From an optimization exercise on the open Yosys and OpenROAD flow, aimed at small area, a short achievable clock period and few clock cycles per item; shortcuts taken in it are not production practice. At most, simulation tests tie the RTL to the original design; equivalence was not proved. For run 1, only the layout was checked, not whether the RTL still works.

[design.v]
`timescale 1ns / 1ps
module simon128_256 (
  input  wire          clk       ,
  input  wire          rst       ,
  input  wire          key_valid ,
  output logic         key_ready ,
  input  wire  [255:0] key       ,
  input  wire          in_valid  ,
  output logic         in_ready  ,
  input  wire  [127:0] in_data   ,
  output logic         out_valid ,
  input  wire          out_ready ,
  output logic [127:0] out_data
);
  localparam integer R = 3;            
  localparam integer N = 72 / R;       
  localparam integer P = 6;            
  localparam logic [61:0] Z4 = 62'b11010001111001101011011000100000010111000011001010010011101111;
  function automatic logic zbit(input integer i);
    zbit = Z4[61 - (i % 62)];
  endfunction
  function automatic logic [63:0] rol(input logic [63:0] v, input integer n);
    rol = (v << n) | (v >> (64 - n));
  endfunction
  function automatic logic [63:0] ror(input logic [63:0] v, input integer n);
    ror = (v >> n) | (v << (64 - n));
  endfunction
  function automatic logic [6:0] zinit();
    for (int j = 0; j < 7; j++) zinit[j] = zbit(j);
  endfunction
  function automatic logic [6:0] zadv(input logic [6:0] zs);
    logic [R+6:0] e;
    e[6:0] = zs;
    for (int j = 7; j < R + 7; j++) e[j] = e[j-2] ^ e[j-3] ^ e[j-7];
    zadv = e[R +: 7];
  endfunction
  function automatic logic [127:0] rounds(input logic [127:0] s, input logic [64*R-1:0] rk);
    logic [63:0] x, y, t;
    x = s[127:64];
    y = s[63:0];
    for (int j = 0; j < R; j++) begin
      t = x;
      x = y ^ (rol(x, 1) & rol(x, 8)) ^ rol(x, 2) ^ rk[64*j +: 64];
      y = t;
    end
    rounds = {x, y};
  endfunction
  logic [255:0] kreg;        
  logic [255:0] ks;          
  logic [  6:0] zs;          
  logic         busy;        
  logic [  5:0] cnt;         
  logic         last;        
  logic [127:0] s  [0:P-1];  
  logic [P-1:0] tp;          
  logic [P-1:0] tc;          
  logic [63:0]      w [0:R+3];
  logic [63:0]      t [0:R-1];
  logic [64*R-1:0]  rk;
  always_comb begin
    for (int j = 0; j < 4; j++) w[j] = ks[64*j +: 64];
    for (int j = 0; j < R; j++) begin
      t[j]   = ror(w[j+3], 3) ^ w[j+1];
      w[j+4] = ~w[j] ^ t[j] ^ ror(t[j], 1) ^ {63'd0, zs[j]} ^ 64'd3;
      rk[64*j +: 64] = w[j];
    end
  end
  logic any_c, any_p, shift, start;
  assign any_c     = |tc;
  assign any_p     = |tp;
  assign key_ready = ~busy & ~any_p;
  assign out_valid = ~busy & tc[0];
  assign out_data  = s[0];
  assign in_ready  = ~busy & ~tp[0] & (~tc[0] | out_ready);
  assign shift     = in_ready & (in_valid | any_c);
  assign start     = (shift & tp[1]) | (~busy & ~any_c & any_p & (tp[0] | ~in_valid));
  for (genvar p = 0; p < P; p++) begin : g_lane
    logic [127:0] nxt;
    logic         nxt_p;
    if (p == P - 1) begin : g_top
      assign nxt   = in_data;
      assign nxt_p = in_valid;
    end else begin : g_mid
      assign nxt   = s[p+1];
      assign nxt_p = tp[p+1];
    end
    always_ff @(posedge clk) begin
      if (shift)     s[p] <= nxt;
      else if (busy) s[p] <= rounds(s[p], rk);
    end
    always_ff @(posedge clk) begin
      if (rst) begin
        tp[p] <= 1'b0;
        tc[p] <= 1'b0;
      end else if (shift) begin
        tp[p] <= nxt_p;
        tc[p] <= (p == P - 1) ? 1'b0 : tc[p+1];
      end else if (busy && last) begin
        tp[p] <= 1'b0;
        tc[p] <= tp[p];
      end
    end
  end
  always_ff @(posedge clk) begin
    if (rst)               busy <= 1'b0;
    else if (start)        busy <= 1'b1;
    else if (busy && last) busy <= 1'b0;
  end
  always_ff @(posedge clk) begin
    if (key_valid && key_ready) kreg <= key;
  end
  always_ff @(posedge clk) begin
    if (busy) ks <= {w[R+3], w[R+2], w[R+1], w[R]};
    else      ks <= kreg;
  end
  always_ff @(posedge clk) begin
    if (!busy) cnt <= '0;
    else       cnt <= cnt + 1'b1;
  end
  always_ff @(posedge clk) begin
    if (rst)                zs <= zinit();
    else if (busy && !last) zs <= zadv(zs);
    else                    zs <= zinit();
  end
  always_ff @(posedge clk) begin
    if (rst) last <= 1'b0;
    else     last <= busy & (cnt == N - 2);
  end
endmodule
[flow/run.sh]
#!/bin/bash
set -euo pipefail
export BUFFER_PORTS_ARGS="-buffer_cell sky130_fd_sc_hd__buf_1"
bash standard.sh finish > standard_flow.log 2>&1
[standard.sh]
#!/bin/bash
# synth_recipe.tcl (not shown) runs the flow's synth.tcl, then flattens the netlist and writes it again
# the make line also repeats each setting of config.mk as NAME=value (left out here)
make -C /OpenROAD-flow-scripts/flow DESIGN_CONFIG=/design/flow/config.mk WORK_HOME=/design/flow/orfs CLKGATE_MAP_FILE= SYNTH_SCRIPT=/design/flow/synth_recipe.tcl "${@:-finish}"
[config.mk]
export PLATFORM = sky130hd
export DESIGN_NAME = simon128_256
export DESIGN_NICKNAME = simon128_256
export VERILOG_FILES = /design/flow/design.v
export SDC_FILE = /design/flow/constraint.sdc
export NUM_CORES = 4
export LEC_CHECK = 0
export CAP_MARGIN = 20
export CORE_MARGIN = 2
export CORE_UTILIZATION = 60
export CTS_CLUSTER_DIAMETER = 100
export CTS_CLUSTER_SIZE = 20
export SETUP_SLACK_MARGIN = 2.3
export SLEW_MARGIN = 20
[constraint.sdc]
create_clock -name core_clock -period 5.0 [get_ports {clk}]
set_input_delay 1.0000 -clock core_clock [delete_from_list [all_inputs] [get_ports {clk}]]
set_output_delay 1.0000 -clock core_clock [all_outputs]
set_load 0.01 [all_outputs]
==> flow_metrics.env, run 1 <==
export IMPL_status="no timing/DRC/antenna violations"
export IMPL_drive_gt1_share_pct=10.7
export IMPL_tightest_slew_ns=1.10
export IMPL_finalCriticalPeriod_ns=2.93
export IMPL_cp_startpoint="s[2][33]$_DFFE_PP_"
export IMPL_cp_cell_sequence="xor2_1 -> xnor3_2 -> xor2_1 -> xnor3_2 -> nand2_1 -> xnor2_1 -> a21oi_1"
export IMPL_area_growth_pct=12.2
export IMPL_crit_slowest_cell="edfxtp_1"
export IMPL_max_cap_viol_count=0
export IMPL_yosysUniqueCellTypes=42
export IMPL_ys_ff_latch=1307
export IMPL_cp_num_buf_inv=0
export IMPL_period_share_pct=58.5
export IMPL_grtUsageTotal_pct=57.1
export IMPL_final_cell_mix="2332 x nand2_1, 1941 x xnor2_1, 1024 x edfxtp_1, 881 x xor2_1, 676 x xnor3_1"
export IMPL_grt_pass1_vias=73300
export IMPL_critical_path_class="flip-flop to flip-flop"
export IMPL_final_common_cell="nand2_1"
export IMPL_syn_cell_area_um2=97900
export IMPL_fin_skew_ns=0.0716
export IMPL_dieHeight_um=408
export IMPL_grt_pass1_wl_mm=633
export IMPL_antenna_found_initial=48
export IMPL_clockRootBuffer="clkbuf_16"
export IMPL_rsz0062_at_grt="yes"
export IMPL_drv_slew=0
export IMPL_crit_path_end_kind="flip-flop"
export IMPL_drc=0
export IMPL_ys_warn_count=4
export IMPL_syn_nets=9417
export IMPL_final_hold_violation_count=0
export IMPL_cts_buffer_depth=3
export IMPL_avgSynthCellArea_um2=10.8
export IMPL_grt_max_degree=206
export IMPL_design_portCount=520
export IMPL_hpwl_mm=354
export IMPL_cts_tree="yes"
export IMPL_worst_path_max_fanout=4
export IMPL_cts_sinks=1307
export IMPL_h_tree_depth=3
export IMPL_cts_inserted_buffers=77
export IMPL_die_width_um=408
export IMPL_dp_cells=11600
export IMPL_design_area_um2=110000
export IMPL_regArea_um2=36700
export IMPL_worstSetupStartpointType="flip-flop"
export IMPL_globalplace_congestion=1.10
export IMPL_fmax_ghz=0.342
export IMPL_drt_total_wl_mm=491
export IMPL_layout_nets=10100
export IMPL_io_buffers=519
export IMPL_wl_met1_mm=151
export IMPL_initial_core_util_pct=60.3
export IMPL_grt_overflow_total=0
export IMPL_yosysSeqAreaShare_pct=37.2
export IMPL_stdcell_count=12100
export IMPL_nFillCells=12500
export IMPL_design_die_area_um2=166000
export IMPL_routed_top_layer="met5"
export IMPL_vias=81200
export IMPL_crit_path_max_incr_delay_ns=0.94
export IMPL_clk_pin_slew_ns=0.10
export IMPL_reg2reg_from="s[2][33]$_DFFE_PP_"
export IMPL_via_per_inst=6.73
export IMPL_path_delay_family="XOR/XNOR gates"
export IMPL_first_pass_iters=10
export IMPL_place_area_um2=103000
export IMPL_initialDrtViolationCount=16200
export IMPL_wl_met2_mm=192
export IMPL_antenna_left=0
export IMPL_wl_met3_mm=89.2
export IMPL_clkLatencyLatePin_ns=0.83
export IMPL_required_ns=5.48
export IMPL_core_area_um2=162000
export IMPL_multi_input_area_um2=60900
export IMPL_route_detailed_wl_per_inst_um=40.7
export IMPL_maxSlewHeadroom_pct=26.8
export IMPL_holdCritStartpoint="key[36]"
export IMPL_min_path_type="input pin to flip-flop"
export IMPL_rows=148
export IMPL_syn_inst=9026
export IMPL_arrival_ns=3.41
export IMPL_setup_viol=0
export IMPL_cts_hold_buf=0
through the flow:
| stage | util (%) | setup TNS, ns | worst slack [ns] | hold WS [ns] |
|---|---|---|---|---|
| final | 67.6 | 0 | 2.07 | 0.348 |
| after global routing | 67.5 | 0 | 2.17 | 0.353 |
| after CTS | 66.2 | 0 | 2.14 | 0.351 |
| after detailed placement | 63.7 | 0 | 1.41 | 0.396 |
| after global placement | 63.6 | 0 | 1.43 | 0.395 |
| after floorplan | - | -2720.79 | -2.67 | 0.386 |
layout make-up:
type	instances	share of cell area [%]
Sequential cell	1307	33.4
Tap cell	2175	2.48
Clock buffer	116	1.89
Multi-Input combinational cell	7353	55.4
Timing Repair Buffer	1008	6.28
Antenna cell	73	0.166
Inverter	6	0.0273
Clock inverter	17	0.310
logic make-up (layout without fill, tap and decap cells):
| logic type | after synthesis | after routing | synth area share, % |
|---|---|---|---|
| flops | 1307 | 1307 | 37.2 |
| compound gates | 565 | 565 | 2.92 |
| simple gates | 2910 | 2912 | 11.2 |
| other cells | 0 | 73 | 0 |
| fa+ha+maj | 2 | 2 | 0.0256 |
| mux | 95 | 95 | 1.09 |
| xor+xnor | 3779 | 3779 | 46.0 |
| buf+inv | 368 | 1147 | 1.54 |
sequential cells by signal, indices dropped and copies added, names as in the netlist:
signal,count
s,768
last,1
tc,6
tp,6
kreg,256
zs,7
busy,1
ks,256
cnt,6
what timing repair did:
item,4_1_cts,5_1_grt
gates resized for setup,207,178
pin swaps,10,18
setup buffers,103,158
endpoints found under the setup margin,1322,451
cloned,3,6
routing by layer:
metal | track usage [%] | vias to the layer above
met4 | 53.3 | 42
met3 | 31.5 | 2356
met2 | 75.5 | 8784
li1 | - | 31200
met1 | 64.6 | 38800
met5 | 1.75 | -
cell usage after synthesis, drive strengths merged:
| master | instances | area (um2) |
|---|---|---|
| o21ai | 19 | 95.1 |
| o21a | 1 | 7.51 |
| a311oi | 4 | 35.0 |
| nand2 | 2336 | 8770 |
| ha | 2 | 25.0 |
| a221oi | 1 | 8.76 |
| nand4b | 1 | 8.76 |
| mux2 | 94 | 1060 |
| and2 | 5 | 31.3 |
| mux2i | 1 | 10.0 |
| nor4b | 1 | 8.76 |
| xnor3 | 807 | 18200 |
| xnor2 | 2032 | 18100 |
| nand3b | 1 | 7.51 |
| inv | 6 | 22.5 |
| a32oi | 1 | 8.76 |
| clkbuf | 283 | 1060 |
| dfxtp | 283 | 5670 |
| xor2 | 914 | 8080 |
| xor3 | 26 | 621 |
| buf | 79 | 425 |
| nor4 | 2 | 12.5 |
| nor3 | 2 | 10.0 |
| nand3 | 10 | 50.1 |
| edfxtp | 1024 | 30700 |
| nor2b | 4 | 25.0 |
| nor2 | 542 | 2030 |
| a211oi | 1 | 7.51 |
| nor3b | 2 | 15.0 |
| a21oi | 538 | 2690 |
| nand2b | 4 | 25.0 |
worst paths after layout:
kind / slack (ns) / to / cells after the start
worst max-delay path: 2.07 / s[2][107]$_DFFE_PP_ / 7
worst min-delay path: 0.35 / kreg[36]$_DFFE_PP_ / 1
worst max register to register: 2.07 / s[2][107]$_DFFE_PP_ / 7
worst min register to register: 0.41 / zs[0]$_SDFF_PP1_ / 1
==> run 2, diff against run 1 <==
--- a/design.v
+++ b/design.v
@@ -14,7 +14,7 @@
 );
   localparam integer R = 3;            
   localparam integer N = 72 / R;       
-  localparam integer P = 6;            
+  localparam integer P = 4;            
   localparam logic [61:0] Z4 = 62'b11010001111001101011011000100000010111000011001010010011101111;
   function automatic logic zbit(input integer i);
     zbit = Z4[61 - (i % 62)];
--- a/config.mk
+++ b/config.mk
@@ -10,5 +10,5 @@
 export CORE_UTILIZATION = 60
 export CTS_CLUSTER_DIAMETER = 100
 export CTS_CLUSTER_SIZE = 20
-export SETUP_SLACK_MARGIN = 2.3
+export SETUP_SLACK_MARGIN = 2.5
 export SLEW_MARGIN = 20
==> flow_metrics.env, run 2 <==
export IMPL_status="no timing/DRC/antenna violations"
export IMPL_io_buffers=519
export IMPL_worst_path_max_fanout=2
export IMPL_synth_edf_count=768
export IMPL_cts_inserted_buffers=60
export IMPL_grt_overflow_total=0
export IMPL_rr_worst_depth=5
export IMPL_syn_nets=7005
export IMPL_cp_cell_sequence="nor3_4 -> nor3b_4 -> buf_2"
export IMPL_synth_most_common_cell="nand2_1"
export IMPL_cp_num_buf_inv=1
export IMPL_grt_pass1_vias=53300
export IMPL_ys_warn_count=4
export IMPL_design_die_area_um2=125000
export IMPL_drc=0
export IMPL_syn_inst=6614
export IMPL_dp_cells=8562
export IMPL_cts_buffer_depth=3
export IMPL_clkLatencyLatePin_ns=0.77
export IMPL_core_area_um2=121000
export IMPL_antenna_left=0
export IMPL_cts_tree="yes"
export IMPL_via_per_inst=6.19
export IMPL_min_to="kreg[91]$_DFFE_PP_"
export IMPL_grt_pass1_wl_mm=411
export IMPL_ys_ff_latch=1047
export IMPL_first_pass_iters=6
export IMPL_vias=58800
export IMPL_drive_gt1_share_pct=28.6
export IMPL_max_cap_viol_count=0
export IMPL_synth_top_cell_area_share_pct=31.5
export IMPL_rrSetupSlack_ns=2.31
export IMPL_final_hold_violation_count=0
export IMPL_antenna_found_initial=10
export IMPL_cts_hold_buf=0
export IMPL_die_width_um=353
export IMPL_fmax_ghz=0.368
export IMPL_cts_sinks=1047
export IMPL_initialDrtViolationCount=9875
export IMPL_post_synth_top_area_cell="edfxtp_1"
export IMPL_synth_top_cells_by_count="1566 x nand2_1, 1508 x xnor2_1, 768 x edfxtp_1"
export IMPL_dieHeight_um=353
export IMPL_stdcell_count=9496
export IMPL_yosysUniqueCellTypes=43
export IMPL_critical_path_class="flip-flop to output pin"
export IMPL_period_share_pct=54.4
export IMPL_drt_total_wl_mm=313
export IMPL_worstSetupStartpointType="flip-flop"
export IMPL_rsz0062_at_grt="yes"
export IMPL_setup_viol=0
export IMPL_avgSynthCellArea_um2=11.1
export IMPL_required_ns=4.00
export IMPL_rows=128
export IMPL_arrival_ns=1.72
export IMPL_route_detailed_wl_per_inst_um=33.0
export IMPL_h_tree_depth=2
export IMPL_yosysSeqAreaShare_pct=39.1
export IMPL_holdCritStartpoint="key[91]"
export IMPL_async_flop_share_pct=0
export IMPL_clockRootBuffer="clkbuf_16"
export IMPL_final_util_pct=75.2
export IMPL_reg2reg_from="ks[127]$_DFF_P_"
export IMPL_place_area_um2=76900
export IMPL_grt_max_degree=213
export IMPL_finalCriticalPeriod_ns=2.72
export IMPL_globalplace_congestion=1.09
export IMPL_hold_ws_ns=0.405
export IMPL_maxSlewHeadroom_pct=5.85
export IMPL_top_register="s"
export IMPL_final_cell_mix="1458 x nand2_1, 1167 x xnor2_1, 768 x edfxtp_1, 759 x buf_4, 581 x xor2_1"
export IMPL_initial_core_util_pct=60.3
export IMPL_tightest_slew_ns=1.40
export IMPL_syn_cell_area_um2=73200
export IMPL_hpwl_mm=229
export IMPL_design_portCount=520
export IMPL_clk_pin_slew_ns=0.10
export IMPL_path_delay_family="simple AND/OR/NAND/NOR gates"
export IMPL_layout_nets=8205
export IMPL_ys_top_cells_by_area="edfxtp_1 32%, xnor2_1 18%, xnor3_1 9.5%"
export IMPL_min_path_type="input pin to flip-flop"
export IMPL_fin_skew_ns=0.0450
export IMPL_design_area_um2=91300
export IMPL_drv_slew=0
export IMPL_r2r_end="s[3][65]$_DFFE_PP_"
export IMPL_crit_slowest_cell="dfxtp_2"
export IMPL_holdPathStages=1
export IMPL_final_common_cell="nand2_1"
export IMPL_area_growth_pct=24.8
export IMPL_largestRegisters="s x512, kreg x256, ks x256"
export IMPL_largest_register_ffs=512
export IMPL_crit_path_max_incr_delay_ns=0.34
export IMPL_grtUsageTotal_pct=47.5
export IMPL_crit_path_end_kind="output pin"
export IMPL_yosys_most_used_dff="edfxtp_1"
## run 2: kinds of logic (layout without fill, tap and decap cells)
family                   after synthesis  after routing  synth area share [%]
AO/OA/AOI/OAI                        431            431                  2.97
XOR/XNOR                            2768           2768                  44.4
adder cells (fa/ha/maj)                2              2                0.0342
buffers and inverters                272           1522                  1.58
flip-flops                          1047           1047                  39.1
multiplexers                          97             97                  1.49
other                                  0              6                     0
AND/OR/NAND/NOR                     1997           1998                  10.3
## run 2: layout make-up
cell class	count	area, um2
Multi-Input combinational cell	5296	48300
Fill cell	8031	30100
Sequential cell	1047	29000
Timing Repair Buffer	1406	10000
Tap cell	1625	2030
Clock buffer	103	1730
Clock inverter	10	154
Inverter	3	18.8
Antenna cell	6	15.0
## run 2: what timing repair did
item / in CTS / in global routing
setup buffers: 420 / 386
pin swaps: 69 / 311
cloned: 7 / 1
gates resized for setup: 664 / 721
setup endpoints to repair: 1186 / 404
## run 2: how the worst max path moves through the flow
stage | startpoint | to | slack, ns | depth (start not counted)
floorplan | out_ready | s[0][0]$_DFFE_PP_ | -0.65 | 5
global placement | s[3][106]$_DFFE_PP_ | s[3][109]$_DFFE_PP_ | 1.71 | 7
detailed placement | s[3][106]$_DFFE_PP_ | s[3][109]$_DFFE_PP_ | 1.73 | 7
CTS | tp[1]$_SDFFE_PP0P_ | key_ready | 2.26 | 3
global route | tp[1]$_SDFFE_PP0P_ | key_ready | 2.22 | 3
finish | tp[1]$_SDFFE_PP0P_ | key_ready | 2.28 | 3
## run 2: through the flow
step           TNS (ns)  worst slack (ns)
2_1_floorplan   -332.15            -0.649
3_3_place_gp          0              1.71
3_5_place_dp          0              1.73
4_1_cts               0              2.26
5_1_grt               0              2.22
6_report              0              2.28
## run 2: routing by layer
| layer | wire, um | GRT usage [%] | up-vias |
|---|---|---|---|
| li1 | - | - | 24100 |
| met1 | 109000 | 63.6 | 28400 |
| met4 | 23600 | 24.4 | 12 |
| met5 | 72 | 0 | - |
| met3 | 51700 | 17.1 | 1102 |
| met2 | 129000 | 68.2 | 5249 |
Testbench counts of run 2, summed over its fixed seeds: cycles 1,072, items 144.

[separate check: timing with driven ports]
How much do the figures lean on ideal ports? The routed layouts below were timed once more, with nothing changed but the port constraints. Step 1 sets driving cells, clkbuf_16 on the clock port and buf_2 on the other inputs (assumed; they add their load-dependent delay and slew). Step 2 adds t to the input delays and takes it off the output delays; t is the mean of the earliest and latest rising clock arrival at the registers after step 1. Input paths then give back, and output paths get back, about the clock's delay inside the block. Slacks: no drivers / after step 1 / after step 2; pairs: no drivers / after step 1.
| run | t, ns | slack for setup (ns) | latest minus earliest clock arrival (ns) |
|---|---|---|---|
| run 1 | 0.884 | 2.075 / 2.075 / 1.557 | 0.072 / 0.072 |
| run 2 | 0.828 | 2.281 / 2.194 / 1.683 | 0.059 / 0.059 |
After both steps setup and hold are still met in every run listed. For run 2, which loses most, drivers alone change the setup slack by -0.087 ns; drivers and shift together by -0.598 ns.
